Source: an optimization exercise on an open RTL-to-GDS flow (aim: small area, a short achievable clock period and few clock cycles per item). Production flows keep margins and buffers that such runs may drop. In this exercise RTL edits were held to simulation tests only and were not proved equivalent to the original.

==> flow/design.v <==
module atang(
	input             clk,
	input             load,       
	input      [11:0] x,
	input      [11:0] y,
	output     [31:0] z,
	output            far2,       
	output            far1,       
	output            dec         
    );
	reg  [32:0] xr;              
	reg  [34:0] rr;              
	reg  [31:0] zr;
	reg  [31:1] t;               
	reg  [16:0] oh;              
	reg         dn;              
	wire d = rr[34];             
	wire dx = ~dn;
	wire [29:17] ohh = t[30:18] & ~t[29:17];
	wire [29:0] a = ({30{oh[0]}} & 30'h35214E63) |
	                ({30{oh[1]}} & 30'h1C128E80) |
	                ({30{oh[2]}} & 30'h0E400224) |
	                ({30{oh[3]}} & 30'h0727154C) |
	                ({30{oh[4]}} & 30'h03946F29) |
	                ({30{oh[5]}} & 30'h01CA5435) |
	                ({30{oh[6]}} & 30'h00E52D8D) |
	                ({30{oh[7]}} & 30'h007296C6) |
	                ({30{oh[8]}} & 30'h00394B63) |
	                ({30{oh[9]}} & 30'h001CA5B1) |
	                ({30{oh[10]}} & 30'h000E52D8) |
	                ({30{oh[11]}} & 30'h0007296C) |
	                ({30{oh[12]}} & 30'h000394B6) |
	                ({30{oh[13]}} & 30'h0001CA5B) |
	                ({30{oh[14]}} & 30'h0000E52D) |
	                ({30{oh[15]}} & 30'h00007296) |
	                ({30{oh[16]}} & 30'h0000394B) |
	                ({30{ohh[17]}} & 30'h00001CA5) |
	                ({30{ohh[18]}} & 30'h00000E52) |
	                ({30{ohh[19]}} & 30'h00000729) |
	                ({30{ohh[20]}} & 30'h00000394) |
	                ({30{ohh[21]}} & 30'h000001CA) |
	                ({30{ohh[22]}} & 30'h000000E5) |
	                ({30{ohh[23]}} & 30'h00000072) |
	                ({30{ohh[24]}} & 30'h00000039) |
	                ({30{ohh[25]}} & 30'h0000001C) |
	                ({30{ohh[26]}} & 30'h0000000E) |
	                ({30{ohh[27]}} & 30'h00000007) |
	                ({30{ohh[28]}} & 30'h00000003) |
	                ({30{ohh[29]}} & 30'h00000001);
	wire [32:0] xmask;
	assign xmask[0] = 1'b0;
	assign xmask[1] = t[1];
	assign xmask[2] = t[2];
	assign xmask[3] = t[3];
	assign xmask[4] = t[4];
	assign xmask[5] = t[5];
	assign xmask[6] = t[6];
	assign xmask[7] = t[7];
	assign xmask[8] = t[8];
	assign xmask[9] = t[9];
	assign xmask[10] = t[10];
	assign xmask[11] = t[11];
	assign xmask[12] = t[12];
	assign xmask[13] = t[13];
	assign xmask[14] = t[14];
	assign xmask[15] = t[15];
	assign xmask[16] = t[16];
	assign xmask[17] = t[17];
	assign xmask[18] = t[18];
	assign xmask[19] = t[19];
	assign xmask[20] = t[20];
	assign xmask[21] = t[21];
	assign xmask[22] = t[22];
	assign xmask[23] = t[23];
	assign xmask[24] = t[24];
	assign xmask[25] = t[25];
	assign xmask[26] = t[26];
	assign xmask[27] = t[27];
	assign xmask[28] = t[28];
	assign xmask[29] = t[29];
	assign xmask[30] = t[30];
	assign xmask[32:31] = 2'b11;
	wire [32:0] xm = xr & xmask;
	wire [32:0] ysh;
	assign ysh[0] = (oh[0] & rr[1]) | (oh[1] & rr[3]) | (oh[2] & rr[5]) | (oh[3] & rr[7]) | (oh[4] & rr[9]) | (oh[5] & rr[11]) | (oh[6] & rr[13]) | (oh[7] & rr[15]) | (oh[8] & rr[17]) | (oh[9] & rr[19]) | (oh[10] & rr[21]) | (oh[11] & rr[23]) | (oh[12] & rr[25]) | (oh[13] & rr[27]) | (oh[14] & rr[29]) | (oh[15] & rr[31]) | (oh[16] & rr[33]) | (rr[34] & ~t[17]);
	assign ysh[1] = (oh[0] & rr[2]) | (oh[1] & rr[4]) | (oh[2] & rr[6]) | (oh[3] & rr[8]) | (oh[4] & rr[10]) | (oh[5] & rr[12]) | (oh[6] & rr[14]) | (oh[7] & rr[16]) | (oh[8] & rr[18]) | (oh[9] & rr[20]) | (oh[10] & rr[22]) | (oh[11] & rr[24]) | (oh[12] & rr[26]) | (oh[13] & rr[28]) | (oh[14] & rr[30]) | (oh[15] & rr[32]) | (rr[34] & ~t[16]);
	assign ysh[2] = (oh[0] & rr[3]) | (oh[1] & rr[5]) | (oh[2] & rr[7]) | (oh[3] & rr[9]) | (oh[4] & rr[11]) | (oh[5] & rr[13]) | (oh[6] & rr[15]) | (oh[7] & rr[17]) | (oh[8] & rr[19]) | (oh[9] & rr[21]) | (oh[10] & rr[23]) | (oh[11] & rr[25]) | (oh[12] & rr[27]) | (oh[13] & rr[29]) | (oh[14] & rr[31]) | (oh[15] & rr[33]) | (rr[34] & ~t[16]);
	assign ysh[3] = (oh[0] & rr[4]) | (oh[1] & rr[6]) | (oh[2] & rr[8]) | (oh[3] & rr[10]) | (oh[4] & rr[12]) | (oh[5] & rr[14]) | (oh[6] & rr[16]) | (oh[7] & rr[18]) | (oh[8] & rr[20]) | (oh[9] & rr[22]) | (oh[10] & rr[24]) | (oh[11] & rr[26]) | (oh[12] & rr[28]) | (oh[13] & rr[30]) | (oh[14] & rr[32]) | (rr[34] & ~t[15]);
	assign ysh[4] = (oh[0] & rr[5]) | (oh[1] & rr[7]) | (oh[2] & rr[9]) | (oh[3] & rr[11]) | (oh[4] & rr[13]) | (oh[5] & rr[15]) | (oh[6] & rr[17]) | (oh[7] & rr[19]) | (oh[8] & rr[21]) | (oh[9] & rr[23]) | (oh[10] & rr[25]) | (oh[11] & rr[27]) | (oh[12] & rr[29]) | (oh[13] & rr[31]) | (oh[14] & rr[33]) | (rr[34] & ~t[15]);
	assign ysh[5] = (oh[0] & rr[6]) | (oh[1] & rr[8]) | (oh[2] & rr[10]) | (oh[3] & rr[12]) | (oh[4] & rr[14]) | (oh[5] & rr[16]) | (oh[6] & rr[18]) | (oh[7] & rr[20]) | (oh[8] & rr[22]) | (oh[9] & rr[24]) | (oh[10] & rr[26]) | (oh[11] & rr[28]) | (oh[12] & rr[30]) | (oh[13] & rr[32]) | (rr[34] & ~t[14]);
	assign ysh[6] = (oh[0] & rr[7]) | (oh[1] & rr[9]) | (oh[2] & rr[11]) | (oh[3] & rr[13]) | (oh[4] & rr[15]) | (oh[5] & rr[17]) | (oh[6] & rr[19]) | (oh[7] & rr[21]) | (oh[8] & rr[23]) | (oh[9] & rr[25]) | (oh[10] & rr[27]) | (oh[11] & rr[29]) | (oh[12] & rr[31]) | (oh[13] & rr[33]) | (rr[34] & ~t[14]);
	assign ysh[7] = (oh[0] & rr[8]) | (oh[1] & rr[10]) | (oh[2] & rr[12]) | (oh[3] & rr[14]) | (oh[4] & rr[16]) | (oh[5] & rr[18]) | (oh[6] & rr[20]) | (oh[7] & rr[22]) | (oh[8] & rr[24]) | (oh[9] & rr[26]) | (oh[10] & rr[28]) | (oh[11] & rr[30]) | (oh[12] & rr[32]) | (rr[34] & ~t[13]);
	assign ysh[8] = (oh[0] & rr[9]) | (oh[1] & rr[11]) | (oh[2] & rr[13]) | (oh[3] & rr[15]) | (oh[4] & rr[17]) | (oh[5] & rr[19]) | (oh[6] & rr[21]) | (oh[7] & rr[23]) | (oh[8] & rr[25]) | (oh[9] & rr[27]) | (oh[10] & rr[29]) | (oh[11] & rr[31]) | (oh[12] & rr[33]) | (rr[34] & ~t[13]);
	assign ysh[9] = (oh[0] & rr[10]) | (oh[1] & rr[12]) | (oh[2] & rr[14]) | (oh[3] & rr[16]) | (oh[4] & rr[18]) | (oh[5] & rr[20]) | (oh[6] & rr[22]) | (oh[7] & rr[24]) | (oh[8] & rr[26]) | (oh[9] & rr[28]) | (oh[10] & rr[30]) | (oh[11] & rr[32]) | (rr[34] & ~t[12]);
	assign ysh[10] = (oh[0] & rr[11]) | (oh[1] & rr[13]) | (oh[2] & rr[15]) | (oh[3] & rr[17]) | (oh[4] & rr[19]) | (oh[5] & rr[21]) | (oh[6] & rr[23]) | (oh[7] & rr[25]) | (oh[8] & rr[27]) | (oh[9] & rr[29]) | (oh[10] & rr[31]) | (oh[11] & rr[33]) | (rr[34] & ~t[12]);
	assign ysh[11] = (oh[0] & rr[12]) | (oh[1] & rr[14]) | (oh[2] & rr[16]) | (oh[3] & rr[18]) | (oh[4] & rr[20]) | (oh[5] & rr[22]) | (oh[6] & rr[24]) | (oh[7] & rr[26]) | (oh[8] & rr[28]) | (oh[9] & rr[30]) | (oh[10] & rr[32]) | (rr[34] & ~t[11]);
	assign ysh[12] = (oh[0] & rr[13]) | (oh[1] & rr[15]) | (oh[2] & rr[17]) | (oh[3] & rr[19]) | (oh[4] & rr[21]) | (oh[5] & rr[23]) | (oh[6] & rr[25]) | (oh[7] & rr[27]) | (oh[8] & rr[29]) | (oh[9] & rr[31]) | (oh[10] & rr[33]) | (rr[34] & ~t[11]);
	assign ysh[13] = (oh[0] & rr[14]) | (oh[1] & rr[16]) | (oh[2] & rr[18]) | (oh[3] & rr[20]) | (oh[4] & rr[22]) | (oh[5] & rr[24]) | (oh[6] & rr[26]) | (oh[7] & rr[28]) | (oh[8] & rr[30]) | (oh[9] & rr[32]) | (rr[34] & ~t[10]);
	assign ysh[14] = (oh[0] & rr[15]) | (oh[1] & rr[17]) | (oh[2] & rr[19]) | (oh[3] & rr[21]) | (oh[4] & rr[23]) | (oh[5] & rr[25]) | (oh[6] & rr[27]) | (oh[7] & rr[29]) | (oh[8] & rr[31]) | (oh[9] & rr[33]) | (rr[34] & ~t[10]);
	assign ysh[15] = (oh[0] & rr[16]) | (oh[1] & rr[18]) | (oh[2] & rr[20]) | (oh[3] & rr[22]) | (oh[4] & rr[24]) | (oh[5] & rr[26]) | (oh[6] & rr[28]) | (oh[7] & rr[30]) | (oh[8] & rr[32]) | (rr[34] & ~t[9]);
	assign ysh[16] = (oh[0] & rr[17]) | (oh[1] & rr[19]) | (oh[2] & rr[21]) | (oh[3] & rr[23]) | (oh[4] & rr[25]) | (oh[5] & rr[27]) | (oh[6] & rr[29]) | (oh[7] & rr[31]) | (oh[8] & rr[33]) | (rr[34] & ~t[9]);
	assign ysh[17] = (oh[0] & rr[18]) | (oh[1] & rr[20]) | (oh[2] & rr[22]) | (oh[3] & rr[24]) | (oh[4] & rr[26]) | (oh[5] & rr[28]) | (oh[6] & rr[30]) | (oh[7] & rr[32]) | (rr[34] & ~t[8]);
	assign ysh[18] = (oh[0] & rr[19]) | (oh[1] & rr[21]) | (oh[2] & rr[23]) | (oh[3] & rr[25]) | (oh[4] & rr[27]) | (oh[5] & rr[29]) | (oh[6] & rr[31]) | (oh[7] & rr[33]) | (rr[34] & ~t[8]);
	assign ysh[19] = (oh[0] & rr[20]) | (oh[1] & rr[22]) | (oh[2] & rr[24]) | (oh[3] & rr[26]) | (oh[4] & rr[28]) | (oh[5] & rr[30]) | (oh[6] & rr[32]) | (rr[34] & ~t[7]);
	assign ysh[20] = (oh[0] & rr[21]) | (oh[1] & rr[23]) | (oh[2] & rr[25]) | (oh[3] & rr[27]) | (oh[4] & rr[29]) | (oh[5] & rr[31]) | (oh[6] & rr[33]) | (rr[34] & ~t[7]);
	assign ysh[21] = (oh[0] & rr[22]) | (oh[1] & rr[24]) | (oh[2] & rr[26]) | (oh[3] & rr[28]) | (oh[4] & rr[30]) | (oh[5] & rr[32]) | (rr[34] & ~t[6]);
	assign ysh[22] = (oh[0] & rr[23]) | (oh[1] & rr[25]) | (oh[2] & rr[27]) | (oh[3] & rr[29]) | (oh[4] & rr[31]) | (oh[5] & rr[33]) | (rr[34] & ~t[6]);
	assign ysh[23] = (oh[0] & rr[24]) | (oh[1] & rr[26]) | (oh[2] & rr[28]) | (oh[3] & rr[30]) | (oh[4] & rr[32]) | (rr[34] & ~t[5]);
	assign ysh[24] = (oh[0] & rr[25]) | (oh[1] & rr[27]) | (oh[2] & rr[29]) | (oh[3] & rr[31]) | (oh[4] & rr[33]) | (rr[34] & ~t[5]);
	assign ysh[25] = (oh[0] & rr[26]) | (oh[1] & rr[28]) | (oh[2] & rr[30]) | (oh[3] & rr[32]) | (rr[34] & ~t[4]);
	assign ysh[26] = (oh[0] & rr[27]) | (oh[1] & rr[29]) | (oh[2] & rr[31]) | (oh[3] & rr[33]) | (rr[34] & ~t[4]);
	assign ysh[27] = (oh[0] & rr[28]) | (oh[1] & rr[30]) | (oh[2] & rr[32]) | (rr[34] & ~t[3]);
	assign ysh[28] = (oh[0] & rr[29]) | (oh[1] & rr[31]) | (oh[2] & rr[33]) | (rr[34] & ~t[3]);
	assign ysh[29] = (oh[0] & rr[30]) | (oh[1] & rr[32]) | (rr[34] & ~t[2]);
	assign ysh[30] = (oh[0] & rr[31]) | (oh[1] & rr[33]) | (rr[34] & ~t[2]);
	assign ysh[31] = (oh[0] & rr[32]) | (rr[34] & ~t[1]);
	assign ysh[32] = (oh[0] & rr[33]) | (rr[34] & ~t[1]);
	wire [34:0] rnext;
	wire [32:0] xnext;
	wire [31:0] znext;
	add35 radd(.a({rr[33:0], 1'b0}), .b({2'b00, xm} ^ {35{~d}}), .ci(~d), .s(rnext));
	add33 xadd(.a(xr), .b(ysh ^ {33{dx}}), .ci(dx), .s(xnext));
	add32 zadd(.a(zr), .b({2'b00, a} ^ {32{dx}}), .ci(dx), .s(znext));
	wire [12:0] xy_sum, xy_dif;
	add13 sadd(.a({1'b0, x}), .b({1'b0, y}), .ci(1'b0), .s(xy_sum));
	add13 dadd(.a({1'b0, y}), .b(~{1'b0, x}), .ci(1'b1), .s(xy_dif));
	always @(posedge clk) begin
		t <= load ? 31'h7fffffff : {t[30:1], 1'b0};
		oh <= load ? 17'd1 : {oh[15:0], 1'b0};
		dn <= load ? ~xy_dif[12] : ~rnext[34];
		if (load) begin
			xr <= {1'b0, xy_sum, 19'b0};
			rr <= {{3{xy_dif[12]}}, xy_dif, 19'b0};
			zr <= 32'h5A000000;
		end else begin
			xr <= xnext;
			rr <= rnext;
			zr <= znext;
		end
	end
	wire [14:0] zl = zr[14:0] ^ {15{dn}};
	assign far2 = ~|a[29:14] & (zl >= {a[13:0], 1'b0});
	assign far1 = ~|a[29:15] & (zl >= a[14:0]);
	assign dec = dx;
	assign z = zr;
endmodule
module add35(input [34:0] a, input [34:0] b, input ci, output [34:0] s);
	wire [34:0] p0 = a ^ b;
	wire [34:0] g0 = a & b;
	wire gc0 = g0[0] | (p0[0] & ci);
	wire gn1 = g0[1] | (p0[1] & gc0);
	wire gn2 = g0[3] | (p0[3] & g0[2]);
	wire pn2 = p0[3] & p0[2];
	wire gn3 = g0[5] | (p0[5] & g0[4]);
	wire pn3 = p0[5] & p0[4];
	wire gn4 = g0[7] | (p0[7] & g0[6]);
	wire pn4 = p0[7] & p0[6];
	wire gn5 = g0[9] | (p0[9] & g0[8]);
	wire pn5 = p0[9] & p0[8];
	wire gn6 = g0[11] | (p0[11] & g0[10]);
	wire pn6 = p0[11] & p0[10];
	wire gn7 = g0[13] | (p0[13] & g0[12]);
	wire pn7 = p0[13] & p0[12];
	wire gn8 = g0[15] | (p0[15] & g0[14]);
	wire pn8 = p0[15] & p0[14];
	wire gn9 = g0[17] | (p0[17] & g0[16]);
	wire pn9 = p0[17] & p0[16];
	wire gn10 = g0[19] | (p0[19] & g0[18]);
	wire pn10 = p0[19] & p0[18];
	wire gn11 = g0[21] | (p0[21] & g0[20]);
	wire pn11 = p0[21] & p0[20];
	wire gn12 = g0[23] | (p0[23] & g0[22]);
	wire pn12 = p0[23] & p0[22];
	wire gn13 = g0[25] | (p0[25] & g0[24]);
	wire pn13 = p0[25] & p0[24];
	wire gn14 = g0[27] | (p0[27] & g0[26]);
	wire pn14 = p0[27] & p0[26];
	wire gn15 = g0[29] | (p0[29] & g0[28]);
	wire pn15 = p0[29] & p0[28];
	wire gn16 = g0[31] | (p0[31] & g0[30]);
	wire pn16 = p0[31] & p0[30];
	wire gn17 = g0[33] | (p0[33] & g0[32]);
	wire pn17 = p0[33] & p0[32];
	wire gn18 = g0[2] | (p0[2] & gn1);
	wire gn19 = gn2 | (pn2 & gn1);
	wire gn20 = g0[6] | (p0[6] & gn3);
	wire pn20 = p0[6] & pn3;
	wire gn21 = gn4 | (pn4 & gn3);
	wire pn21 = pn4 & pn3;
	wire gn22 = g0[10] | (p0[10] & gn5);
	wire pn22 = p0[10] & pn5;
	wire gn23 = gn6 | (pn6 & gn5);
	wire pn23 = pn6 & pn5;
	wire gn24 = g0[14] | (p0[14] & gn7);
	wire pn24 = p0[14] & pn7;
	wire gn25 = gn8 | (pn8 & gn7);
	wire pn25 = pn8 & pn7;
	wire gn26 = g0[18] | (p0[18] & gn9);
	wire pn26 = p0[18] & pn9;
	wire gn27 = gn10 | (pn10 & gn9);
	wire pn27 = pn10 & pn9;
	wire gn28 = g0[22] | (p0[22] & gn11);
	wire pn28 = p0[22] & pn11;
	wire gn29 = gn12 | (pn12 & gn11);
	wire pn29 = pn12 & pn11;
	wire gn30 = g0[26] | (p0[26] & gn13);
	wire pn30 = p0[26] & pn13;
	wire gn31 = gn14 | (pn14 & gn13);
	wire pn31 = pn14 & pn13;
	wire gn32 = g0[30] | (p0[30] & gn15);
	wire pn32 = p0[30] & pn15;
	wire gn33 = gn16 | (pn16 & gn15);
	wire pn33 = pn16 & pn15;
	wire gn34 = g0[34] | (p0[34] & gn17);
	wire pn34 = p0[34] & pn17;
	wire gn35 = g0[4] | (p0[4] & gn19);
	wire gn36 = gn3 | (pn3 & gn19);
	wire gn37 = gn20 | (pn20 & gn19);
	wire gn38 = gn21 | (pn21 & gn19);
	wire gn39 = g0[12] | (p0[12] & gn23);
	wire pn39 = p0[12] & pn23;
	wire gn40 = gn7 | (pn7 & gn23);
	wire pn40 = pn7 & pn23;
	wire gn41 = gn24 | (pn24 & gn23);
	wire pn41 = pn24 & pn23;
	wire gn42 = gn25 | (pn25 & gn23);
	wire pn42 = pn25 & pn23;
	wire gn43 = g0[20] | (p0[20] & gn27);
	wire pn43 = p0[20] & pn27;
	wire gn44 = gn11 | (pn11 & gn27);
	wire pn44 = pn11 & pn27;
	wire gn45 = gn28 | (pn28 & gn27);
	wire pn45 = pn28 & pn27;
	wire gn46 = gn29 | (pn29 & gn27);
	wire pn46 = pn29 & pn27;
	wire gn47 = g0[28] | (p0[28] & gn31);
	wire pn47 = p0[28] & pn31;
	wire gn48 = gn15 | (pn15 & gn31);
	wire pn48 = pn15 & pn31;
	wire gn49 = gn32 | (pn32 & gn31);
	wire pn49 = pn32 & pn31;
	wire gn50 = gn33 | (pn33 & gn31);
	wire pn50 = pn33 & pn31;
	wire gn51 = g0[8] | (p0[8] & gn38);
	wire gn52 = gn5 | (pn5 & gn38);
	wire gn53 = gn22 | (pn22 & gn38);
	wire gn54 = gn23 | (pn23 & gn38);
	wire gn55 = gn39 | (pn39 & gn38);
	wire gn56 = gn40 | (pn40 & gn38);
	wire gn57 = gn41 | (pn41 & gn38);
	wire gn58 = gn42 | (pn42 & gn38);
	wire gn59 = g0[24] | (p0[24] & gn46);
	wire pn59 = p0[24] & pn46;
	wire gn60 = gn13 | (pn13 & gn46);
	wire pn60 = pn13 & pn46;
	wire gn61 = gn30 | (pn30 & gn46);
	wire pn61 = pn30 & pn46;
	wire gn62 = gn31 | (pn31 & gn46);
	wire pn62 = pn31 & pn46;
	wire gn63 = gn47 | (pn47 & gn46);
	wire pn63 = pn47 & pn46;
	wire gn64 = gn48 | (pn48 & gn46);
	wire pn64 = pn48 & pn46;
	wire gn65 = gn49 | (pn49 & gn46);
	wire pn65 = pn49 & pn46;
	wire gn66 = gn50 | (pn50 & gn46);
	wire pn66 = pn50 & pn46;
	wire gn67 = g0[16] | (p0[16] & gn58);
	wire gn68 = gn9 | (pn9 & gn58);
	wire gn69 = gn26 | (pn26 & gn58);
	wire gn70 = gn27 | (pn27 & gn58);
	wire gn71 = gn43 | (pn43 & gn58);
	wire gn72 = gn44 | (pn44 & gn58);
	wire gn73 = gn45 | (pn45 & gn58);
	wire gn74 = gn46 | (pn46 & gn58);
	wire gn75 = gn59 | (pn59 & gn58);
	wire gn76 = gn60 | (pn60 & gn58);
	wire gn77 = gn61 | (pn61 & gn58);
	wire gn78 = gn62 | (pn62 & gn58);
	wire gn79 = gn63 | (pn63 & gn58);
	wire gn80 = gn64 | (pn64 & gn58);
	wire gn81 = gn65 | (pn65 & gn58);
	wire gn82 = gn66 | (pn66 & gn58);
	wire gn83 = g0[32] | (p0[32] & gn82);
	wire gn84 = gn17 | (pn17 & gn82);
	wire gn85 = gn34 | (pn34 & gn82);
	wire [34:0] c;
	assign c[0] = ci;
	assign c[1] = gc0;
	assign c[2] = gn1;
	assign c[3] = gn18;
	assign c[4] = gn19;
	assign c[5] = gn35;
	assign c[6] = gn36;
	assign c[7] = gn37;
	assign c[8] = gn38;
	assign c[9] = gn51;
	assign c[10] = gn52;
	assign c[11] = gn53;
	assign c[12] = gn54;
	assign c[13] = gn55;
	assign c[14] = gn56;
	assign c[15] = gn57;
	assign c[16] = gn58;
	assign c[17] = gn67;
	assign c[18] = gn68;
	assign c[19] = gn69;
	assign c[20] = gn70;
	assign c[21] = gn71;
	assign c[22] = gn72;
	assign c[23] = gn73;
	assign c[24] = gn74;
	assign c[25] = gn75;
	assign c[26] = gn76;
	assign c[27] = gn77;
	assign c[28] = gn78;
	assign c[29] = gn79;
	assign c[30] = gn80;
	assign c[31] = gn81;
	assign c[32] = gn82;
	assign c[33] = gn83;
	assign c[34] = gn84;
	assign s = p0 ^ c;
endmodule
module add33(input [32:0] a, input [32:0] b, input ci, output [32:0] s);
	wire [32:0] p0 = a ^ b;
	wire [32:0] g0 = a & b;
	wire gc0 = g0[0] | (p0[0] & ci);
	wire gn1 = g0[1] | (p0[1] & gc0);
	wire gn2 = g0[3] | (p0[3] & g0[2]);
	wire pn2 = p0[3] & p0[2];
	wire gn3 = g0[5] | (p0[5] & g0[4]);
	wire pn3 = p0[5] & p0[4];
	wire gn4 = g0[7] | (p0[7] & g0[6]);
	wire pn4 = p0[7] & p0[6];
	wire gn5 = g0[9] | (p0[9] & g0[8]);
	wire pn5 = p0[9] & p0[8];
	wire gn6 = g0[11] | (p0[11] & g0[10]);
	wire pn6 = p0[11] & p0[10];
	wire gn7 = g0[13] | (p0[13] & g0[12]);
	wire pn7 = p0[13] & p0[12];
	wire gn8 = g0[15] | (p0[15] & g0[14]);
	wire pn8 = p0[15] & p0[14];
	wire gn9 = g0[17] | (p0[17] & g0[16]);
	wire pn9 = p0[17] & p0[16];
	wire gn10 = g0[19] | (p0[19] & g0[18]);
	wire pn10 = p0[19] & p0[18];
	wire gn11 = g0[21] | (p0[21] & g0[20]);
	wire pn11 = p0[21] & p0[20];
	wire gn12 = g0[23] | (p0[23] & g0[22]);
	wire pn12 = p0[23] & p0[22];
	wire gn13 = g0[25] | (p0[25] & g0[24]);
	wire pn13 = p0[25] & p0[24];
	wire gn14 = g0[27] | (p0[27] & g0[26]);
	wire pn14 = p0[27] & p0[26];
	wire gn15 = g0[29] | (p0[29] & g0[28]);
	wire pn15 = p0[29] & p0[28];
	wire gn16 = g0[31] | (p0[31] & g0[30]);
	wire pn16 = p0[31] & p0[30];
	wire gn17 = g0[2] | (p0[2] & gn1);
	wire gn18 = gn2 | (pn2 & gn1);
	wire gn19 = g0[6] | (p0[6] & gn3);
	wire pn19 = p0[6] & pn3;
	wire gn20 = gn4 | (pn4 & gn3);
	wire pn20 = pn4 & pn3;
	wire gn21 = g0[10] | (p0[10] & gn5);
	wire pn21 = p0[10] & pn5;
	wire gn22 = gn6 | (pn6 & gn5);
	wire pn22 = pn6 & pn5;
	wire gn23 = g0[14] | (p0[14] & gn7);
	wire pn23 = p0[14] & pn7;
	wire gn24 = gn8 | (pn8 & gn7);
	wire pn24 = pn8 & pn7;
	wire gn25 = g0[18] | (p0[18] & gn9);
	wire pn25 = p0[18] & pn9;
	wire gn26 = gn10 | (pn10 & gn9);
	wire pn26 = pn10 & pn9;
	wire gn27 = g0[22] | (p0[22] & gn11);
	wire pn27 = p0[22] & pn11;
	wire gn28 = gn12 | (pn12 & gn11);
	wire pn28 = pn12 & pn11;
	wire gn29 = g0[26] | (p0[26] & gn13);
	wire pn29 = p0[26] & pn13;
	wire gn30 = gn14 | (pn14 & gn13);
	wire pn30 = pn14 & pn13;
	wire gn31 = g0[30] | (p0[30] & gn15);
	wire pn31 = p0[30] & pn15;
	wire gn32 = gn16 | (pn16 & gn15);
	wire pn32 = pn16 & pn15;
	wire gn33 = g0[4] | (p0[4] & gn18);
	wire gn34 = gn3 | (pn3 & gn18);
	wire gn35 = gn19 | (pn19 & gn18);
	wire gn36 = gn20 | (pn20 & gn18);
	wire gn37 = g0[12] | (p0[12] & gn22);
	wire pn37 = p0[12] & pn22;
	wire gn38 = gn7 | (pn7 & gn22);
	wire pn38 = pn7 & pn22;
	wire gn39 = gn23 | (pn23 & gn22);
	wire pn39 = pn23 & pn22;
	wire gn40 = gn24 | (pn24 & gn22);
	wire pn40 = pn24 & pn22;
	wire gn41 = g0[20] | (p0[20] & gn26);
	wire pn41 = p0[20] & pn26;
	wire gn42 = gn11 | (pn11 & gn26);
	wire pn42 = pn11 & pn26;
	wire gn43 = gn27 | (pn27 & gn26);
	wire pn43 = pn27 & pn26;
	wire gn44 = gn28 | (pn28 & gn26);
	wire pn44 = pn28 & pn26;
	wire gn45 = g0[28] | (p0[28] & gn30);
	wire pn45 = p0[28] & pn30;
	wire gn46 = gn15 | (pn15 & gn30);
	wire pn46 = pn15 & pn30;
	wire gn47 = gn31 | (pn31 & gn30);
	wire pn47 = pn31 & pn30;
	wire gn48 = gn32 | (pn32 & gn30);
	wire pn48 = pn32 & pn30;
	wire gn49 = g0[8] | (p0[8] & gn36);
	wire gn50 = gn5 | (pn5 & gn36);
	wire gn51 = gn21 | (pn21 & gn36);
	wire gn52 = gn22 | (pn22 & gn36);
	wire gn53 = gn37 | (pn37 & gn36);
	wire gn54 = gn38 | (pn38 & gn36);
	wire gn55 = gn39 | (pn39 & gn36);
	wire gn56 = gn40 | (pn40 & gn36);
	wire gn57 = g0[24] | (p0[24] & gn44);
	wire pn57 = p0[24] & pn44;
	wire gn58 = gn13 | (pn13 & gn44);
	wire pn58 = pn13 & pn44;
	wire gn59 = gn29 | (pn29 & gn44);
	wire pn59 = pn29 & pn44;
	wire gn60 = gn30 | (pn30 & gn44);
	wire pn60 = pn30 & pn44;
	wire gn61 = gn45 | (pn45 & gn44);
	wire pn61 = pn45 & pn44;
	wire gn62 = gn46 | (pn46 & gn44);
	wire pn62 = pn46 & pn44;
	wire gn63 = gn47 | (pn47 & gn44);
	wire pn63 = pn47 & pn44;
	wire gn64 = gn48 | (pn48 & gn44);
	wire pn64 = pn48 & pn44;
	wire gn65 = g0[16] | (p0[16] & gn56);
	wire gn66 = gn9 | (pn9 & gn56);
	wire gn67 = gn25 | (pn25 & gn56);
	wire gn68 = gn26 | (pn26 & gn56);
	wire gn69 = gn41 | (pn41 & gn56);
	wire gn70 = gn42 | (pn42 & gn56);
	wire gn71 = gn43 | (pn43 & gn56);
	wire gn72 = gn44 | (pn44 & gn56);
	wire gn73 = gn57 | (pn57 & gn56);
	wire gn74 = gn58 | (pn58 & gn56);
	wire gn75 = gn59 | (pn59 & gn56);
	wire gn76 = gn60 | (pn60 & gn56);
	wire gn77 = gn61 | (pn61 & gn56);
	wire gn78 = gn62 | (pn62 & gn56);
	wire gn79 = gn63 | (pn63 & gn56);
	wire gn80 = gn64 | (pn64 & gn56);
	wire gn81 = g0[32] | (p0[32] & gn80);
	wire [32:0] c;
	assign c[0] = ci;
	assign c[1] = gc0;
	assign c[2] = gn1;
	assign c[3] = gn17;
	assign c[4] = gn18;
	assign c[5] = gn33;
	assign c[6] = gn34;
	assign c[7] = gn35;
	assign c[8] = gn36;
	assign c[9] = gn49;
	assign c[10] = gn50;
	assign c[11] = gn51;
	assign c[12] = gn52;
	assign c[13] = gn53;
	assign c[14] = gn54;
	assign c[15] = gn55;
	assign c[16] = gn56;
	assign c[17] = gn65;
	assign c[18] = gn66;
	assign c[19] = gn67;
	assign c[20] = gn68;
	assign c[21] = gn69;
	assign c[22] = gn70;
	assign c[23] = gn71;
	assign c[24] = gn72;
	assign c[25] = gn73;
	assign c[26] = gn74;
	assign c[27] = gn75;
	assign c[28] = gn76;
	assign c[29] = gn77;
	assign c[30] = gn78;
	assign c[31] = gn79;
	assign c[32] = gn80;
	assign s = p0 ^ c;
endmodule
module add32(input [31:0] a, input [31:0] b, input ci, output [31:0] s);
	wire [31:0] p0 = a ^ b;
	wire [31:0] g0 = a & b;
	wire gc0 = g0[0] | (p0[0] & ci);
	wire gn1 = g0[1] | (p0[1] & gc0);
	wire gn2 = g0[3] | (p0[3] & g0[2]);
	wire pn2 = p0[3] & p0[2];
	wire gn3 = g0[5] | (p0[5] & g0[4]);
	wire pn3 = p0[5] & p0[4];
	wire gn4 = g0[7] | (p0[7] & g0[6]);
	wire pn4 = p0[7] & p0[6];
	wire gn5 = g0[9] | (p0[9] & g0[8]);
	wire pn5 = p0[9] & p0[8];
	wire gn6 = g0[11] | (p0[11] & g0[10]);
	wire pn6 = p0[11] & p0[10];
	wire gn7 = g0[13] | (p0[13] & g0[12]);
	wire pn7 = p0[13] & p0[12];
	wire gn8 = g0[15] | (p0[15] & g0[14]);
	wire pn8 = p0[15] & p0[14];
	wire gn9 = g0[17] | (p0[17] & g0[16]);
	wire pn9 = p0[17] & p0[16];
	wire gn10 = g0[19] | (p0[19] & g0[18]);
	wire pn10 = p0[19] & p0[18];
	wire gn11 = g0[21] | (p0[21] & g0[20]);
	wire pn11 = p0[21] & p0[20];
	wire gn12 = g0[23] | (p0[23] & g0[22]);
	wire pn12 = p0[23] & p0[22];
	wire gn13 = g0[25] | (p0[25] & g0[24]);
	wire pn13 = p0[25] & p0[24];
	wire gn14 = g0[27] | (p0[27] & g0[26]);
	wire pn14 = p0[27] & p0[26];
	wire gn15 = g0[29] | (p0[29] & g0[28]);
	wire pn15 = p0[29] & p0[28];
	wire gn16 = g0[31] | (p0[31] & g0[30]);
	wire pn16 = p0[31] & p0[30];
	wire gn17 = g0[2] | (p0[2] & gn1);
	wire gn18 = gn2 | (pn2 & gn1);
	wire gn19 = g0[6] | (p0[6] & gn3);
	wire pn19 = p0[6] & pn3;
	wire gn20 = gn4 | (pn4 & gn3);
	wire pn20 = pn4 & pn3;
	wire gn21 = g0[10] | (p0[10] & gn5);
	wire pn21 = p0[10] & pn5;
	wire gn22 = gn6 | (pn6 & gn5);
	wire pn22 = pn6 & pn5;
	wire gn23 = g0[14] | (p0[14] & gn7);
	wire pn23 = p0[14] & pn7;
	wire gn24 = gn8 | (pn8 & gn7);
	wire pn24 = pn8 & pn7;
	wire gn25 = g0[18] | (p0[18] & gn9);
	wire pn25 = p0[18] & pn9;
	wire gn26 = gn10 | (pn10 & gn9);
	wire pn26 = pn10 & pn9;
	wire gn27 = g0[22] | (p0[22] & gn11);
	wire pn27 = p0[22] & pn11;
	wire gn28 = gn12 | (pn12 & gn11);
	wire pn28 = pn12 & pn11;
	wire gn29 = g0[26] | (p0[26] & gn13);
	wire pn29 = p0[26] & pn13;
	wire gn30 = gn14 | (pn14 & gn13);
	wire pn30 = pn14 & pn13;
	wire gn31 = g0[30] | (p0[30] & gn15);
	wire pn31 = p0[30] & pn15;
	wire gn32 = gn16 | (pn16 & gn15);
	wire pn32 = pn16 & pn15;
	wire gn33 = g0[4] | (p0[4] & gn18);
	wire gn34 = gn3 | (pn3 & gn18);
	wire gn35 = gn19 | (pn19 & gn18);
	wire gn36 = gn20 | (pn20 & gn18);
	wire gn37 = g0[12] | (p0[12] & gn22);
	wire pn37 = p0[12] & pn22;
	wire gn38 = gn7 | (pn7 & gn22);
	wire pn38 = pn7 & pn22;
	wire gn39 = gn23 | (pn23 & gn22);
	wire pn39 = pn23 & pn22;
	wire gn40 = gn24 | (pn24 & gn22);
	wire pn40 = pn24 & pn22;
	wire gn41 = g0[20] | (p0[20] & gn26);
	wire pn41 = p0[20] & pn26;
	wire gn42 = gn11 | (pn11 & gn26);
	wire pn42 = pn11 & pn26;
	wire gn43 = gn27 | (pn27 & gn26);
	wire pn43 = pn27 & pn26;
	wire gn44 = gn28 | (pn28 & gn26);
	wire pn44 = pn28 & pn26;
	wire gn45 = g0[28] | (p0[28] & gn30);
	wire pn45 = p0[28] & pn30;
	wire gn46 = gn15 | (pn15 & gn30);
	wire pn46 = pn15 & pn30;
	wire gn47 = gn31 | (pn31 & gn30);
	wire pn47 = pn31 & pn30;
	wire gn48 = gn32 | (pn32 & gn30);
	wire pn48 = pn32 & pn30;
	wire gn49 = g0[8] | (p0[8] & gn36);
	wire gn50 = gn5 | (pn5 & gn36);
	wire gn51 = gn21 | (pn21 & gn36);
	wire gn52 = gn22 | (pn22 & gn36);
	wire gn53 = gn37 | (pn37 & gn36);
	wire gn54 = gn38 | (pn38 & gn36);
	wire gn55 = gn39 | (pn39 & gn36);
	wire gn56 = gn40 | (pn40 & gn36);
	wire gn57 = g0[24] | (p0[24] & gn44);
	wire pn57 = p0[24] & pn44;
	wire gn58 = gn13 | (pn13 & gn44);
	wire pn58 = pn13 & pn44;
	wire gn59 = gn29 | (pn29 & gn44);
	wire pn59 = pn29 & pn44;
	wire gn60 = gn30 | (pn30 & gn44);
	wire pn60 = pn30 & pn44;
	wire gn61 = gn45 | (pn45 & gn44);
	wire pn61 = pn45 & pn44;
	wire gn62 = gn46 | (pn46 & gn44);
	wire pn62 = pn46 & pn44;
	wire gn63 = gn47 | (pn47 & gn44);
	wire pn63 = pn47 & pn44;
	wire gn64 = gn48 | (pn48 & gn44);
	wire pn64 = pn48 & pn44;
	wire gn65 = g0[16] | (p0[16] & gn56);
	wire gn66 = gn9 | (pn9 & gn56);
	wire gn67 = gn25 | (pn25 & gn56);
	wire gn68 = gn26 | (pn26 & gn56);
	wire gn69 = gn41 | (pn41 & gn56);
	wire gn70 = gn42 | (pn42 & gn56);
	wire gn71 = gn43 | (pn43 & gn56);
	wire gn72 = gn44 | (pn44 & gn56);
	wire gn73 = gn57 | (pn57 & gn56);
	wire gn74 = gn58 | (pn58 & gn56);
	wire gn75 = gn59 | (pn59 & gn56);
	wire gn76 = gn60 | (pn60 & gn56);
	wire gn77 = gn61 | (pn61 & gn56);
	wire gn78 = gn62 | (pn62 & gn56);
	wire gn79 = gn63 | (pn63 & gn56);
	wire gn80 = gn64 | (pn64 & gn56);
	wire [31:0] c;
	assign c[0] = ci;
	assign c[1] = gc0;
	assign c[2] = gn1;
	assign c[3] = gn17;
	assign c[4] = gn18;
	assign c[5] = gn33;
	assign c[6] = gn34;
	assign c[7] = gn35;
	assign c[8] = gn36;
	assign c[9] = gn49;
	assign c[10] = gn50;
	assign c[11] = gn51;
	assign c[12] = gn52;
	assign c[13] = gn53;
	assign c[14] = gn54;
	assign c[15] = gn55;
	assign c[16] = gn56;
	assign c[17] = gn65;
	assign c[18] = gn66;
	assign c[19] = gn67;
	assign c[20] = gn68;
	assign c[21] = gn69;
	assign c[22] = gn70;
	assign c[23] = gn71;
	assign c[24] = gn72;
	assign c[25] = gn73;
	assign c[26] = gn74;
	assign c[27] = gn75;
	assign c[28] = gn76;
	assign c[29] = gn77;
	assign c[30] = gn78;
	assign c[31] = gn79;
	assign s = p0 ^ c;
endmodule
module add13(input [12:0] a, input [12:0] b, input ci, output [12:0] s);
	wire [12:0] p0 = a ^ b;
	wire [12:0] g0 = a & b;
	wire gc0 = g0[0] | (p0[0] & ci);
	wire gn1 = g0[1] | (p0[1] & gc0);
	wire gn2 = g0[3] | (p0[3] & g0[2]);
	wire pn2 = p0[3] & p0[2];
	wire gn3 = g0[5] | (p0[5] & g0[4]);
	wire pn3 = p0[5] & p0[4];
	wire gn4 = g0[7] | (p0[7] & g0[6]);
	wire pn4 = p0[7] & p0[6];
	wire gn5 = g0[9] | (p0[9] & g0[8]);
	wire pn5 = p0[9] & p0[8];
	wire gn6 = g0[11] | (p0[11] & g0[10]);
	wire pn6 = p0[11] & p0[10];
	wire gn7 = g0[2] | (p0[2] & gn1);
	wire gn8 = gn2 | (pn2 & gn1);
	wire gn9 = g0[6] | (p0[6] & gn3);
	wire pn9 = p0[6] & pn3;
	wire gn10 = gn4 | (pn4 & gn3);
	wire pn10 = pn4 & pn3;
	wire gn11 = g0[10] | (p0[10] & gn5);
	wire pn11 = p0[10] & pn5;
	wire gn12 = gn6 | (pn6 & gn5);
	wire pn12 = pn6 & pn5;
	wire gn13 = g0[4] | (p0[4] & gn8);
	wire gn14 = gn3 | (pn3 & gn8);
	wire gn15 = gn9 | (pn9 & gn8);
	wire gn16 = gn10 | (pn10 & gn8);
	wire gn17 = g0[12] | (p0[12] & gn12);
	wire pn17 = p0[12] & pn12;
	wire gn18 = g0[8] | (p0[8] & gn16);
	wire gn19 = gn5 | (pn5 & gn16);
	wire gn20 = gn11 | (pn11 & gn16);
	wire gn21 = gn12 | (pn12 & gn16);
	wire gn22 = gn17 | (pn17 & gn16);
	wire [12:0] c;
	assign c[0] = ci;
	assign c[1] = gc0;
	assign c[2] = gn1;
	assign c[3] = gn7;
	assign c[4] = gn8;
	assign c[5] = gn13;
	assign c[6] = gn14;
	assign c[7] = gn15;
	assign c[8] = gn16;
	assign c[9] = gn18;
	assign c[10] = gn19;
	assign c[11] = gn20;
	assign c[12] = gn21;
	assign s = p0 ^ c;
endmodule
module conv_dec_ascii(
	input  [16:0] d_in,
	output [20:0] digits     
    );
	wire [6:0] i = d_in[16:10];
	wire [9:0] f = d_in[9:0];
	wire [13:0] m1 = {1'b0, f, 3'b0} + {3'b0, f, 1'b0};
	wire [13:0] m2 = {1'b0, m1[9:0], 3'b0} + {3'b0, m1[9:0], 1'b0};
	wire [13:0] m3 = {1'b0, m2[9:0], 3'b0} + {3'b0, m2[9:0], 1'b0};
	wire [3:0] qh = m1[13:10];
	wire [3:0] qt = m2[13:10];
	wire [3:0] qo = m3[13:10];
	wire [3:0] it = (i >= 7'd120) ? 4'd12 : (i >= 7'd110) ? 4'd11 : (i >= 7'd100) ? 4'd10 :
	                (i >= 7'd90) ? 4'd9 : (i >= 7'd80) ? 4'd8 : (i >= 7'd70) ? 4'd7 :
	                (i >= 7'd60) ? 4'd6 : (i >= 7'd50) ? 4'd5 : (i >= 7'd40) ? 4'd4 :
	                (i >= 7'd30) ? 4'd3 : (i >= 7'd20) ? 4'd2 : (i >= 7'd10) ? 4'd1 : 4'd0;
	wire [6:0] io = i - {it, 3'b0} - {2'b0, it, 1'b0};
	wire       ih = it[3] & (it[2] | it[1]);
	wire [8:0] ti = {ih, ih ? it - 4'd10 : it, io[3:0]};
	assign digits = {ti, qh, qt, qo};
endmodule
module CRC(
	input  [20:0] digits,    
	output [7:0]  crc
    );
	function [7:0] crc8;
		input [47:0] m;
		integer k;
		reg [7:0] c;
		reg fb;
		begin
			c = 8'h80;
			for (k = 47; k >= 0; k = k - 1) begin
				fb = c[7] ^ m[k];
				c = {c[6:0], 1'b0} ^ (fb ? 8'h31 : 8'h00);
			end
			crc8 = c;
		end
	endfunction
	wire [47:0] text = {7'b0011000, digits[20], 4'h3, digits[19:16], 4'h3, digits[15:12],
	                    4'h3, digits[11:8], 4'h3, digits[7:4], 4'h3, digits[3:0]};
	assign crc = crc8(text);
endmodule
module angle_frame(
	input clk,
	input rst,
	input start,
	input [11:0] x,
	input [11:0] y,
	output [55:0] frame,
	output frame_valid
    );
	reg        busy;
	reg        valid;
	reg  [20:0] dig;
	reg  [7:0]  crc_hi;          
	wire [31:0] z;
	wire [20:0] dig_next;
	wire [7:0]  crc_hi_next, crc_lo, crc_0;
	wire        far2, far1, dec;
	atang Arctg_alg(.clk(clk), .load(start), .x(x), .y(y), .z(z),
	                .far2(far2), .far1(far1), .dec(dec));
	conv_dec_ascii Conversie(.d_in(z[31:15]), .digits(dig_next));
	CRC crc_a(.digits({dig_next[20:4], 4'd0}), .crc(crc_hi_next));
	CRC crc_b(.digits({17'd0, dig[3:0]}), .crc(crc_lo));
	CRC crc_c(.digits(21'd0), .crc(crc_0));
	reg        pend;
	reg        dprev;
	wire       late = pend & (dec ^ dprev);
	wire       live = busy & ~late;
	always @(posedge clk) begin
		dig <= dig_next;
		crc_hi <= crc_hi_next;
		dprev <= dec;
		if (rst) begin
			busy  <= 1'b0;
			valid <= 1'b0;
			pend  <= 1'b0;
		end else begin
			busy  <= start | (live & ~far2);
			valid <= live & far2;
			pend  <= live & ~far2 & far1;
		end
	end
	assign frame = {7'b0011000, dig[20], 4'h3, dig[19:16], 4'h3, dig[15:12],
	                4'h3, dig[11:8], 4'h3, dig[7:4], 4'h3, dig[3:0],
	                crc_hi ^ crc_lo ^ crc_0};
	assign frame_valid = valid | late;
endmodule
==> flow/flow/run.sh <==
#!/bin/bash
# Layout flow: the standard synthesis, then the combinational logic
# (everything but the flip-flops, which keep their names and cells) is
# re-mapped by ABC with an area-recovering script; then the standard
# layout from the netlist, with sky130_fd_sc_hd__buf_2 port buffers.
# Every tool's output goes to a log file in this folder.
set -euo pipefail
bash standard.sh synth > flow_synth.log 2>&1
R=orfs/results/sky130hd/angle_frame/base
cp $R/1_2_yosys.v $R/1_2_yosys_standard.v
LIB=$FLOW_HOME/platforms/sky130hd/lib/sky130_fd_sc_hd__tt_025C_1v80.lib
sed -e "s#@IN@#$R/1_2_yosys_standard.v#" -e "s#@OUT@#$R/1_2_yosys.v#" \
    -e "s#@LIB@#$LIB#g" -e "s#@ABC@#flow/resynth.abc#" flow/resynth.ys > resynth.ys
yosys -l yosys_resynth.log -q resynth.ys > /dev/null 2>&1
bash standard.sh BUFFER_PORTS_ARGS="-buffer_cell sky130_fd_sc_hd__buf_2" finish > flow_finish.log 2>&1
==> flow/flow/resynth.abc <==
strash
dch
map -B 0.2
topo
stime -c
upsize -c
dnsize -c
==> flow/flow/resynth.ys <==
read_liberty -overwrite -ignore_miss_func @LIB@
read_verilog -overwrite @IN@
hierarchy -top angle_frame
setattr -mod -set keep_hierarchy 1 sky130_fd_sc_hd__df*
flatten
opt_clean
abc -script @ABC@ -liberty @LIB@ -dont_use sky130_fd_sc_hd__lpflow_bleeder_1 -dont_use sky130_fd_sc_hd__lpflow_clkbufkapwr_1 -dont_use sky130_fd_sc_hd__lpflow_clkbufkapwr_16 -dont_use sky130_fd_sc_hd__lpflow_clkbufkapwr_2 -dont_use sky130_fd_sc_hd__lpflow_clkbufkapwr_4 -dont_use sky130_fd_sc_hd__lpflow_clkbufkapwr_8 -dont_use sky130_fd_sc_hd__lpflow_clkinvkapwr_1 -dont_use sky130_fd_sc_hd__lpflow_clkinvkapwr_16 -dont_use sky130_fd_sc_hd__lpflow_clkinvkapwr_2 -dont_use sky130_fd_sc_hd__lpflow_clkinvkapwr_4 -dont_use sky130_fd_sc_hd__lpflow_clkinvkapwr_8 -dont_use sky130_fd_sc_hd__lpflow_decapkapwr_12 -dont_use sky130_fd_sc_hd__lpflow_decapkapwr_3 -dont_use sky130_fd_sc_hd__lpflow_decapkapwr_4 -dont_use sky130_fd_sc_hd__lpflow_decapkapwr_6 -dont_use sky130_fd_sc_hd__lpflow_decapkapwr_8 -dont_use sky130_fd_sc_hd__lpflow_inputiso0n_1 -dont_use sky130_fd_sc_hd__lpflow_inputiso0p_1 -dont_use sky130_fd_sc_hd__lpflow_inputiso1n_1 -dont_use sky130_fd_sc_hd__lpflow_inputiso1p_1 -dont_use sky130_fd_sc_hd__lpflow_inputisolatch_1 -dont_use sky130_fd_sc_hd__lpflow_isobufsrc_1 -dont_use sky130_fd_sc_hd__lpflow_isobufsrc_16 -dont_use sky130_fd_sc_hd__lpflow_isobufsrc_2 -dont_use sky130_fd_sc_hd__lpflow_isobufsrc_4 -dont_use sky130_fd_sc_hd__lpflow_isobufsrc_8 -dont_use sky130_fd_sc_hd__lpflow_isobufsrckapwr_16 -dont_use sky130_fd_sc_hd__lpflow_lsbuf_lh_hl_isowell_tap_1 -dont_use sky130_fd_sc_hd__lpflow_lsbuf_lh_hl_isowell_tap_2 -dont_use sky130_fd_sc_hd__lpflow_lsbuf_lh_hl_isowell_tap_4 -dont_use sky130_fd_sc_hd__lpflow_lsbuf_lh_isowell_4 -dont_use sky130_fd_sc_hd__lpflow_lsbuf_lh_isowell_tap_1 -dont_use sky130_fd_sc_hd__lpflow_lsbuf_lh_isowell_tap_2 -dont_use sky130_fd_sc_hd__lpflow_lsbuf_lh_isowell_tap_4 -dont_use sky130_fd_sc_hd__probe_p_8 -dont_use sky130_fd_sc_hd__probec_p_8 
opt_clean -purge
hilomap -singleton -hicell sky130_fd_sc_hd__conb_1 HI -locell sky130_fd_sc_hd__conb_1 LO
setundef -zero
splitnets
opt_clean -purge
stat -liberty @LIB@
delete =sky130_fd_sc_hd__*
write_verilog -noattr -noexpr -nohex -nodec @OUT@
==> flow/standard.sh <==
#!/bin/bash
# synth_recipe.tcl (not shown) runs the flow's synth.tcl, then flattens the netlist and writes it again
# the make line also repeats each setting of config.mk as NAME=value (left out here)
make -C /OpenROAD-flow-scripts/flow DESIGN_CONFIG=/design/flow/config.mk WORK_HOME=/design/flow/orfs CLKGATE_MAP_FILE= SYNTH_SCRIPT=/design/flow/synth_recipe.tcl "${@:-finish}"
==> flow/config.mk <==
export PLATFORM = sky130hd
export DESIGN_NAME = angle_frame
export DESIGN_NICKNAME = angle_frame
export VERILOG_FILES = /design/flow/design.v
export SDC_FILE = /design/flow/constraint.sdc
export NUM_CORES = 8
export LEC_CHECK = 0
export CAP_MARGIN = 20
export CORE_MARGIN = 2
export CORE_UTILIZATION = 40
export CTS_BUF_LIST = sky130_fd_sc_hd__clkbuf_16
export CTS_CLUSTER_DIAMETER = 80
export CTS_CLUSTER_SIZE = 24
export SETUP_SLACK_MARGIN = 4.8
export SLEW_MARGIN = 20
export SYNTH_MEMORY_MAX_BITS = 65536
==> flow/constraint.sdc <==
create_clock -name core_clock -period 8.0 [get_ports {clk}]
set_input_delay 1.6000 -clock core_clock [delete_from_list [all_inputs] [get_ports {clk}]]
set_output_delay 1.6000 -clock core_clock [all_outputs]
set_load 0.01 [all_outputs]
==> notes.md, run 1 <==
# TYPE chip_impl_metric gauge
chip_impl_metric{name="seq_area",unit="µm²"} 3685
chip_impl_metric{name="drt_first_iter_violations",unit=""} 1647
chip_impl_metric{name="die_height",unit="µm"} 201.3
chip_impl_metric{name="grt_pass1_wl",unit="µm"} 84460
chip_impl_metric{name="mappedNetlistArea",unit="µm²"} 15570
chip_impl_metric{name="rows",unit=""} 72
chip_impl_metric{name="portBuffers",unit=""} 56
chip_impl_metric{name="first_global_vias",unit=""} 16270
chip_impl_metric{name="placedCellCount",unit=""} 3117
chip_impl_metric{name="viasPerCell",unit=""} 5.546
chip_impl_metric{name="placeableCoreArea",unit="µm²"} 38560
chip_impl_info{name="hold_path.class",value="flop to flop"} 1
chip_impl_metric{name="final_layout_size_suffix_gt1_share",unit="%"} 19.18
chip_impl_metric{name="cts_inserted_buffers",unit=""} 17
chip_impl_metric{name="multi_input_comb_area",unit="µm²"} 11550
chip_impl_metric{name="maxCapViolations",unit=""} 0
chip_impl_info{name="cts_tree",value="built"} 1
chip_impl_metric{name="gp_routability_congestion",unit=""} 0.9822
chip_impl_metric{name="netlist_instances",unit=""} 2510
chip_impl_metric{name="drc",unit=""} 0
chip_impl_metric{name="design.die.area",unit="µm²"} 40530
chip_impl_metric{name="die_w",unit="µm"} 201.3
chip_impl_metric{name="place_worst_setup_slack",unit="ns"} 3.954
chip_impl_metric{name="timing.max_slew.rel_slack",unit="%"} 48.45
chip_impl_info{name="crit_end",value="Arctg_alg.xr[30]"} 1
chip_impl_metric{name="r2r_cells",unit=""} 15
chip_impl_info{name="outcome",value="timing/DRC/antenna clean"} 1
chip_impl_metric{name="route.detailed.wl_per_inst",unit="µm"} 16.88
chip_impl_metric{name="timing.final.max_slew_violations",unit=""} 0
chip_impl_info{name="crit-reg2reg-capture",value="Arctg_alg.xr[29]"} 1
chip_impl_metric{name="floorplan.io_pins",unit=""} 84
chip_impl_metric{name="firstDrtPassIters",unit=""} 6
chip_impl_info{name="cts-root-buf",value="sky130_fd_sc_hd__clkbuf_16"} 1
chip_impl_metric{name="antenna-diode-count",unit=""} 0
chip_impl_info{name="worstSetupStartpoint",value="y[1]"} 1
chip_impl_info{name="worst_setup_path_end_kind",value="flop"} 1
chip_impl_metric{name="layout_worst_path_cycle_share",unit="%"} 40.01
chip_impl_metric{name="critPathArrivalTime",unit="ns"} 3.57
chip_impl_metric{name="global_route_total_overflow",unit=""} 0
chip_impl_info{name="grt_setup_unrepaired",value="true"} 1
chip_impl_metric{name="clock-sinks",unit=""} 179
chip_impl_metric{name="max_freq",unit="MHz"} 312.4
chip_impl_metric{name="routed_wl",unit="µm"} 54350
chip_impl_metric{name="finalSetupViolCount",unit=""} 0
chip_impl_metric{name="ctsLongestPathBuffers",unit=""} 2
chip_impl_metric{name="timing.final.ws_setup",unit="ns"} 4.799
chip_impl_metric{name="final.min_clock_period",unit="ns"} 3.201
chip_impl_metric{name="ys.warnings.count",unit=""} 3
chip_impl_metric{name="total_grt_usage",unit="%"} 25.66
chip_impl_info{name="worstSetupPathType",value="input port to flop"} 1
chip_impl_metric{name="syn_avg_cell_area",unit="µm²"} 6.204
chip_impl_metric{name="critPathMaxFanout",unit=""} 3
chip_impl_metric{name="start_util",unit="%"} 40.39
chip_impl_metric{name="antenna_found_initial",unit=""} 0
chip_impl_metric{name="worst-endpoint-required",unit="ns"} 8.37
chip_impl_metric{name="timing.clock.skew",unit="ns"} 0.01783
chip_impl_metric{name="h-tree-depth",unit=""} 4
chip_impl_metric{name="max_slew.worst_pin.slew",unit="ns"} 0.7733
chip_impl_metric{name="design.final.nets",unit=""} 2715
chip_impl_metric{name="layoutNonFillerInstCount",unit=""} 3219
chip_impl_metric{name="num_vias",unit=""} 17850
chip_impl_metric{name="cts_hold_buf",unit=""} 0
chip_impl_metric{name="synthToLayoutAreaGrowth",unit="%"} 21.28
chip_impl_metric{name="reg2reg_setup_slack",unit="ns"} 4.85
chip_impl_info{name="critical_path.startpoint_type",value="input port"} 1
chip_impl_metric{name="fillerInstances",unit=""} 4010
chip_impl_metric{name="pin_count_of_the_biggest_net_entering_global_routing",unit=""} 111
chip_impl_metric{name="clock_insertion_delay_worst_skew",unit="ns"} 0.48
chip_impl_metric{name="finalHoldViolCount",unit=""} 0
chip_impl_metric{name="place_hpwl",unit="µm"} 37990
chip_impl_metric{name="final.setup.tns",unit="ns"} 0
chip_impl_metric{name="utilization",unit="%"} 48.98
chip_impl_metric{name="cts.reportedPaths.clkPinSlew",unit="ns"} 0.08
chip_impl_info{name="worstReg2RegStart",value="Arctg_alg.oh[6]"} 1
chip_impl_metric{name="ant_nets",unit=""} 0
[worst min-delay path by stage]
stage	slack [ns]	cells past startpoint	start	endpoint
6_report	0.44	0	Arctg_alg.zr[25]	dig[12]
2_1_floorplan	0.42	2	Arctg_alg.t[12]	Arctg_alg.t[13]
4_1_cts	0.43	0	Arctg_alg.zr[25]	dig[12]
5_1_grt	0.44	0	Arctg_alg.zr[25]	dig[12]
3_5_place_dp	0.40	0	Arctg_alg.zr[25]	dig[12]
3_3_place_gp	0.40	0	Arctg_alg.zr[25]	dig[12]
[through the flow]
step	instance area (µm²)	hold WS (ns)
after floorplan	15770	0.4246
after global placement	16770	0.3958
after detailed placement	16770	0.3986
after CTS	17760	0.4252
final	18890	0.4353
after global routing	18890	0.4362
[timing repair]
action	4_1_cts	5_1_grt
setup buffers	25	41
pin swaps	21	47
gates cloned	0	4
endpoints found under the setup margin	72	59
gates resized for setup	64	177
[metal layers]
metal | vias up | global-route usage, % | share of wire, %
met4 | 0 | 9.743 | 3.4
met3 | 151 | 4.049 | 7.5
met5 | - | 0 | 0
li1 | 8858 | - | -
met2 | 673 | 41.15 | 45
met1 | 8169 | 34.65 | 44
[flip-flops by register name, summed over array words and instances, names as in the netlist]
register      cells
dig              21
Arctg_alg.oh     16
pend              1
valid             1
Arctg_alg.zr     32
Arctg_alg.rr     34
Arctg_alg.t      30
dprev             1
Arctg_alg.xr     33
crc_hi            8
busy              1
Arctg_alg.dn      1
[placed cells by master (no fill, tap or decap), types with 11 or more instances in the layout]
| cell type | count |
|---|---|
| sky130_fd_sc_hd__nand2_1 | 608 |
| sky130_fd_sc_hd__nor2_1 | 308 |
| sky130_fd_sc_hd__clkinv_1 | 242 |
| sky130_fd_sc_hd__nand3_1 | 174 |
| sky130_fd_sc_hd__dfxtp_1 | 138 |
| sky130_fd_sc_hd__a21oi_1 | 109 |
| sky130_fd_sc_hd__xor2_1 | 103 |
| sky130_fd_sc_hd__o21ai_0 | 85 |
| sky130_fd_sc_hd__nand4_1 | 68 |
| sky130_fd_sc_hd__buf_4 | 61 |
| sky130_fd_sc_hd__buf_2 | 52 |
| sky130_fd_sc_hd__a22oi_1 | 51 |
| sky130_fd_sc_hd__nand2_2 | 35 |
| sky130_fd_sc_hd__nor3_1 | 35 |
| sky130_fd_sc_hd__o22ai_1 | 31 |
| sky130_fd_sc_hd__o21ai_1 | 31 |
| sky130_fd_sc_hd__xnor2_1 | 31 |
| sky130_fd_sc_hd__nor2_2 | 30 |
| sky130_fd_sc_hd__or2_2 | 28 |
| sky130_fd_sc_hd__inv_2 | 27 |
| sky130_fd_sc_hd__conb_1 | 27 |
| sky130_fd_sc_hd__dfxtp_2 | 21 |
| sky130_fd_sc_hd__dfxtp_4 | 20 |
| sky130_fd_sc_hd__o21ai_2 | 20 |
| sky130_fd_sc_hd__nand3_2 | 20 |
| sky130_fd_sc_hd__a21oi_2 | 20 |
| sky130_fd_sc_hd__clkbuf_16 | 19 |
| sky130_fd_sc_hd__o211ai_1 | 17 |
| sky130_fd_sc_hd__nand3b_1 | 15 |
| sky130_fd_sc_hd__o21a_1 | 12 |
| sky130_fd_sc_hd__nor2_4 | 11 |
[critical path: stages]
cell and delay (ns):
sky130_fd_sc_hd__buf_12 0.12, sky130_fd_sc_hd__nor2_4 0.13, sky130_fd_sc_hd__o21ai_4 0.07, sky130_fd_sc_hd__a21oi_2 0.18
sky130_fd_sc_hd__nor2_2 0.06, sky130_fd_sc_hd__a21oi_2 0.15, sky130_fd_sc_hd__nor2_2 0.07, sky130_fd_sc_hd__a21oi_2 0.14
sky130_fd_sc_hd__o21bai_1 0.11, sky130_fd_sc_hd__nand2_1 0.11, sky130_fd_sc_hd__o21ai_2 0.07, sky130_fd_sc_hd__nand2_1 0.07
sky130_fd_sc_hd__o21ai_2 0.07, sky130_fd_sc_hd__a21oi_2 0.17, sky130_fd_sc_hd__o21ai_2 0.09, sky130_fd_sc_hd__nand3_2 0.11
sky130_fd_sc_hd__nand2_2 0.07, sky130_fd_sc_hd__o21ai_2 0.10, sky130_fd_sc_hd__o22ai_1 0.08
[final cells by class]
cell class | count | area share [%]
Multi-Input combinational cell | 2053 | 61.14
Sequential cell | 179 | 19.51
Inverter | 302 | 6.884
Timing Repair Buffer | 133 | 5.790
Tap cell | 518 | 3.432
Clock buffer | 17 | 2.253
Clock inverter | 15 | 0.8679
Timing Repair inverter | 2 | 0.1193
Testbench counts, summed over its fixed seeds: cycles 155,428, frames 8,000.
==> inputs of run 2 (changes only) <==
--- a/flow/config.mk
+++ b/flow/config.mk
@@ -8,9 +8,6 @@
 export CAP_MARGIN = 20
 export CORE_MARGIN = 2
 export CORE_UTILIZATION = 40
-export CTS_BUF_LIST = sky130_fd_sc_hd__clkbuf_16
-export CTS_CLUSTER_DIAMETER = 80
-export CTS_CLUSTER_SIZE = 24
-export SETUP_SLACK_MARGIN = 4.8
+export SETUP_SLACK_MARGIN = 4.6
 export SLEW_MARGIN = 20
 export SYNTH_MEMORY_MAX_BITS = 65536
==> notes.md, run 2 <==
# TYPE chip_impl_metric gauge
chip_impl_info{name="outcome",value="timing/DRC/antenna clean"} 1
chip_impl_metric{name="firstDrtPassIters",unit=""} 7
chip_impl_info{name="grt_setup_unrepaired",value="true"} 1
chip_impl_metric{name="design.die.area",unit="µm²"} 40530
chip_impl_metric{name="final_layout_size_suffix_gt1_share",unit="%"} 15.14
chip_impl_metric{name="route.detailed.wl_per_inst",unit="µm"} 16.44
chip_impl_info{name="layout.cells.most_common_list",value="sky130_fd_sc_hd__nand2_1, sky130_fd_sc_hd__nor2_1, sky130_fd_sc_hd__clkinv_1"} 1
chip_impl_info{name="most_common_cell_after_layout_fill_and_taps_aside",value="sky130_fd_sc_hd__nand2_1"} 1
chip_impl_metric{name="total_grt_usage",unit="%"} 25.52
chip_impl_info{name="worstSetupPathType",value="flop to output port"} 1
chip_impl_metric{name="die_height",unit="µm"} 201.3
chip_impl_info{name="hold_path.class",value="flop to flop"} 1
chip_impl_metric{name="cts_inserted_buffers",unit=""} 17
chip_impl_metric{name="antenna-diode-count",unit=""} 0
chip_impl_metric{name="timing.final.max_slew_violations",unit=""} 0
chip_impl_metric{name="pin_count_of_the_biggest_net_entering_global_routing",unit=""} 111
chip_impl_metric{name="die_w",unit="µm"} 201.3
chip_impl_metric{name="drc",unit=""} 0
chip_impl_info{name="largestRegisters",value="Arctg_alg.rr x34, Arctg_alg.xr x33, Arctg_alg.zr x32"} 1
chip_impl_metric{name="fillerInstances",unit=""} 4095
chip_impl_metric{name="seq_area",unit="µm²"} 3649
chip_impl_metric{name="timing.clock.skew",unit="ns"} 0.01322
chip_impl_info{name="worst_setup_path_end_kind",value="output port"} 1
chip_impl_metric{name="clock_insertion_delay_worst_skew",unit="ns"} 0.48
chip_impl_metric{name="max_freq",unit="MHz"} 301.5
chip_impl_metric{name="design.final.nets",unit=""} 2663
chip_impl_metric{name="place_hpwl",unit="µm"} 38160
chip_impl_metric{name="r2r_cells",unit=""} 17
chip_impl_metric{name="clock-sinks",unit=""} 179
chip_impl_metric{name="ys.warnings.count",unit=""} 3
chip_impl_metric{name="maxCapViolations",unit=""} 0
chip_impl_metric{name="timing.max_slew.rel_slack",unit="%"} 35.32
chip_impl_metric{name="placedCellCount",unit=""} 3117
chip_impl_metric{name="rows",unit=""} 72
chip_impl_metric{name="max_slew.worst_pin.slew",unit="ns"} 0.9703
chip_impl_metric{name="fin_hold_ws",unit="ns"} 0.4115
chip_impl_info{name="largest_register",value="Arctg_alg.rr"} 1
chip_impl_metric{name="mappedNetlistArea",unit="µm²"} 15570
chip_impl_metric{name="worst-endpoint-required",unit="ns"} 6.40
chip_impl_metric{name="routed_wl",unit="µm"} 52060
chip_impl_metric{name="final.min_clock_period",unit="ns"} 3.316
chip_impl_metric{name="portBuffers",unit=""} 56
chip_impl_metric{name="cts.reportedPaths.clkPinSlew",unit="ns"} 0.09
chip_impl_metric{name="hold_path_depth",unit=""} 0
chip_impl_metric{name="antenna_found_initial",unit=""} 0
chip_impl_metric{name="place_worst_setup_slack",unit="ns"} 4.029
[run 2: what timing repair did]
action / CTS / global route
endpoints found under the hold margin: 0 / 0
buffers inserted: 4 / 14
resized for setup: 22 / 95
hold buffers: 0 / 0
setup endpoints to repair: 39 / 49
pin swaps: 3 / 19
[run 2: routing by layer]
layer | vias to the layer above | track usage (%) | part of all wire (%)
met3 | 151 | 4.389 | 7.5
met4 | 0 | 11.24 | 3.9
met5 | - | 0 | 0
met1 | 7867 | 34.21 | 45
met2 | 704 | 40.25 | 43
li1 | 8759 | - | -
[run 2: cell type report]
cell class | count | area share [%]
clock buffers | 17 | 2.379
clock inverters | 15 | 1.056
inverters | 302 | 6.898
multi-input cells | 2053 | 62.41
flip-flops and latches | 179 | 20.40
well taps | 518 | 3.624
repair buffers | 83 | 3.232
[run 2: critical path: stages (launching register included)]
cell and delay (ns):
sky130_fd_sc_hd__dfxtp_4 0.38, sky130_fd_sc_hd__buf_12 0.19, sky130_fd_sc_hd__inv_12 0.24, sky130_fd_sc_hd__nor2_1 0.09, sky130_fd_sc_hd__o21bai_1 0.15, sky130_fd_sc_hd__buf_2 0.16
[run 2: path summary, 6_finish.rpt]
path,endpoint,slack [ns],startpoint
max,frame_valid,4.68,Arctg_alg.dn
min,dig[12],0.41,Arctg_alg.zr[25]
max reg2reg,Arctg_alg.xr[30],4.73,Arctg_alg.rr[25]
min reg2reg,dig[12],0.41,Arctg_alg.zr[25]
[run 2: per-stage QoR]
stage               utilization (%)  instance area (µm²)
floorplan                         -                15720
global placement              43.34                16710
detailed placement            43.34                16710
CTS                           45.20                17430
global route                  46.39                17880
finish                        46.39                17880

## port drivers added, routing unchanged
The flow's constraints put no driver on any port. The routed layouts listed below were extracted and timed again, unchanged, in two steps. Step 1 sets driving cells, clkbuf_16 on the clock port and buf_2 on the other inputs (assumed; they add their load-dependent delay and slew). Step 2 moves the port delays by t, midway between the first and last clock arrival at a register: inputs arrive t later, outputs are due t later. That takes back most of the time a late clock gives input paths. Slacks: ideal / step 1 / step 2; pairs: ideal / step 1.
run | t, ns | slack for setup (ns) | latest minus earliest clock arrival (ns)
run 1 | 0.533 | 4.799 / 4.789 / 4.264 | 0.018 / 0.018
run 2 | 0.526 | 4.684 / 4.629 / 4.204 | 0.015 / 0.014
After both steps every run listed still meets setup and hold. For run 1, which loses most, drivers alone change the setup slack by -0.010 ns; drivers and shift together by -0.535 ns.
